From an optimization exercise on the open Yosys and OpenROAD flow, aimed at small area; shortcuts taken in it are not production practice. Function was checked by simulation only, so behaviour that the tests miss may differ from the original. Power is estimated from default activity; no workload was simulated.

== JK ==
// iq_to_fifo_shifted
module iq_to_fifo_shifted #
(
    parameter iq_width = 56
)
(
    input wire axis_aclk,
    input wire aresetn,
    input [7:0] distance,
    input s00_axis_i48_tvalid,
    input [iq_width-1 : 0] s00_axis_i48_tdata,
    input s01_axis_q48_tvalid,
    input [iq_width-1 : 0] s01_axis_q48_tdata,
    input s02_axis_i48_sub_tvalid,
    input [iq_width-1 : 0] s02_axis_i48_sub_tdata,
    input s03_axis_q48_sub_tvalid,
    input [iq_width-1 : 0] s03_axis_q48_sub_tdata,
    input s04_axis_i96_tvalid,
    input [31 : 0] s04_axis_i96_tdata,
    input s05_axis_q96_tvalid,
    input [31 : 0] s05_axis_q96_tdata,
    input wire m00_axis_tready,
    output wire [31 : 0] m00_axis_tdata,
    output wire m00_axis_tlast,
    output reg m00_axis_tvalid
);
Size in the first run: ~1200 cells after synthesis, ~360 flip-flops, about 340 I/O pins, roughly 0.016 mm² of cells after synthesis.
==> flow/config.mk <==
export PLATFORM = sky130hd
export DESIGN_NAME = iq_to_fifo_shifted
export DESIGN_NICKNAME = iq_to_fifo_shifted
export VERILOG_FILES = /design/flow/design.v
export SDC_FILE = /design/flow/constraint.sdc
export NUM_CORES = 4
export LEC_CHECK = 0
export CAP_MARGIN = 20
export CORE_MARGIN = 2
export CORE_UTILIZATION = 40
export SLEW_MARGIN = 20
==> flow/constraint.sdc <==
create_clock -name core_clock -period 5.0 [get_ports {axis_aclk}]
set_input_delay 1.0000 -clock core_clock [delete_from_list [all_inputs] [get_ports {axis_aclk}]]
set_output_delay 1.0000 -clock core_clock [all_outputs]
set_load 0.01 [all_outputs]
standard.sh (not shown) runs the stock make flow with config.mk's settings and CLKGATE_MAP_FILE= SYNTH_SCRIPT=/design/flow/synth_recipe.tcl, a recipe that flattens the netlist after the stock synthesis.
==> flow/flow/run.sh <==
#!/bin/bash
# Standard layout, with the port buffers made from the smallest buffer cell.
cat standard.sh > standard_sh_copy.log
export BUFFER_PORTS_ARGS="-buffer_cell sky130_fd_sc_hd__buf_1"
bash standard.sh > standard.log 2>&1
JK | status: complete | timing, DRC, antenna: pass
Edits applied to the flow inputs when going from JK to MS:
==> flow/run.sh (new file) <==
#!/bin/bash
# synth_recipe.tcl (not shown) runs the flow's synth.tcl, then flattens the netlist and writes it again
# the make line also repeats each setting of config.mk as NAME=value (left out here)
make -C /OpenROAD-flow-scripts/flow DESIGN_CONFIG=/design/flow/config.mk WORK_HOME=/design/flow/orfs CLKGATE_MAP_FILE= SYNTH_SCRIPT=/design/flow/synth_recipe.tcl finish
removed: flow/flow/run.sh
removed: flow/standard.sh
Notes after the runs:
Layout checks on MS: not met. Flow itself completed; violations: setup timing. Clock-buffer cell count of MS exceeds that of JK by a few percent. Taking MS over JK, the cell count after placement ratio works out to 1.07. Against JK, MS comes in 480 µm² higher on multi-input combinational cell area. Final cell count without fillers ends up lower on JK. Summary of MS over JK: fraction of the yosys area taken by sequential cells ~0 delta, fmax lost 3.5%.
Here is what was changed in the inputs of AL compared with MS.
Settings: SLEW_MARGIN changed from 20 to 0; CORE_UTILIZATION changed from 40 to 60; CAP_MARGIN changed from 20 to 0.
==> flow/flow/run.sh (new file) <==
#!/bin/bash
# Standard layout (standard.sh, all steps), with two changes:
#  - the port buffers are made from the smallest buffer cell;
#  - clock tree: larger sink clusters driven by clkbuf_16, no dummy loads.
cat standard.sh > standard_sh_copy.log
export BUFFER_PORTS_ARGS="-buffer_cell sky130_fd_sc_hd__buf_1"
export CTS_ARGS="-sink_clustering_enable -repair_clock_nets -dont_use_dummy_load -sink_clustering_size 30 -sink_clustering_max_diameter 60 -buf_list sky130_fd_sc_hd__clkbuf_16"
bash standard.sh > standard.log 2>&1
==> flow/standard.sh (new file) <==
#!/bin/bash
# synth_recipe.tcl (not shown) runs the flow's synth.tcl, then flattens the netlist and writes it again
# the make line also repeats each setting of config.mk as NAME=value (left out here)
make -C /OpenROAD-flow-scripts/flow DESIGN_CONFIG=/design/flow/config.mk WORK_HOME=/design/flow/orfs CLKGATE_MAP_FILE= SYNTH_SCRIPT=/design/flow/synth_recipe.tcl "${@:-finish}"
removed: flow/run.sh
### Flow results
- AL: PASS, flow complete, no timing, DRC or antenna violations
- Diff AL and MS: clock power lower in AL
- Cmp AL vs MS: final critical-path required period lower in AL
- The total of clock buffers placed in the layout in AL sits 23 below the value recorded for MS.
- Compared with MS, AL shows post-route total power that has gone down by more than 10%.
- AL vs. MS: post-route setup TNS moved up; switching power of the nets moved down; layout-stage area growth over the synthesis result moved down.
Setup changes, AL to TR
Settings: setting GPL_TIMING_DRIVEN to 0 for the first time; setting CTS_CLUSTER_SIZE to 20 for the first time; setting CTS_BUF_LIST to sky130_fd_sc_hd__clkbuf_8 for the first time; setting CTS_CLUSTER_DIAMETER to 60 for the first time.
==> flow/flow/run.sh <==
#!/bin/bash
# Standard layout, with the port buffers made from the smallest buffer cell.
cat standard.sh > standard_sh_copy.log
export BUFFER_PORTS_ARGS="-buffer_cell sky130_fd_sc_hd__buf_1"
bash standard.sh > standard.log 2>&1
### Flow results
- TR finished all stages; layout check result: FAIL, due to setup timing.
- Overall power of the completed layout delta for TR relative to AL: about 2.4% lower
- Per the comparison of TR with AL, half-perimeter wire length of the detailed placement result now larger, combinational fraction of design power now larger, mean number of vias per cell now larger, delay contributed by the slowest stage of the critical path now larger, clock power now smaller.
- TR vs AL — final cell count climbed by a few percent
- For the count of clock-net buffers in the final layout, TR came in 7.7% higher than AL did.
- The global routing usage on met2 reported for TR is greater than that of AL by 2.2 points.
[inputs] PW vs TR
Settings: CTS_CLUSTER_DIAMETER no longer set, was 60; CTS_BUF_LIST now sky130_fd_sc_hd__clkbuf_2 sky130_fd_sc_hd__clkbuf_4, was sky130_fd_sc_hd__clkbuf_8; GPL_TIMING_DRIVEN no longer set, was 0.
Notes after the runs:
PW reached the end of the flow, and the finished layout is clean on the timing, design-rule and antenna checks. Normalized max-slew margin down 9.4 points in PW wrt TR. [compare] base=TR new=PW: count of vias placed by the detailed router went up by about 1.3%; combined flip-flop and latch cell area was more or less identical. For PW, the launching element of the worst setup path was distance[7], unlike TR, where it was distance[6].

## static timing again, ports no longer ideal
In the flow no input, the clock included, has a driving cell. The finished layouts below were timed again as built, in two steps.
Step 1, drivers: a clkbuf_16 drives axis_aclk and a buf_2 each remaining input, both assumed.
Step 2 also shifts input and output timing later by t, the mid clock arrival at the registers, as if the neighbouring blocks saw the same clock.
Three values: no drivers, after step 1, after step 2; two values: the first two.
run	t, ns	slack for setup (ns)	worst setup path after step 2	worst register clock-pin slew, ns
JK	0.603	0.171 / 0.119 / 0.125	input to output	0.06 / 0.06
MS	0.609	-0.004 / -0.047 / -0.047	input to output	0.07 / 0.07
AL	0.573	0.119 / 0.071 / 0.071	input to output	0.10 / 0.10
TR	0.653	-0.080 / -0.122 / -0.122	input to output	0.12 / 0.12
PW	0.749	0.110 / 0.069 / 0.069	input to output	0.08 / 0.08
For AL, which loses most, drivers alone change the setup slack by -0.048 ns; drivers and shift together by -0.048 ns.
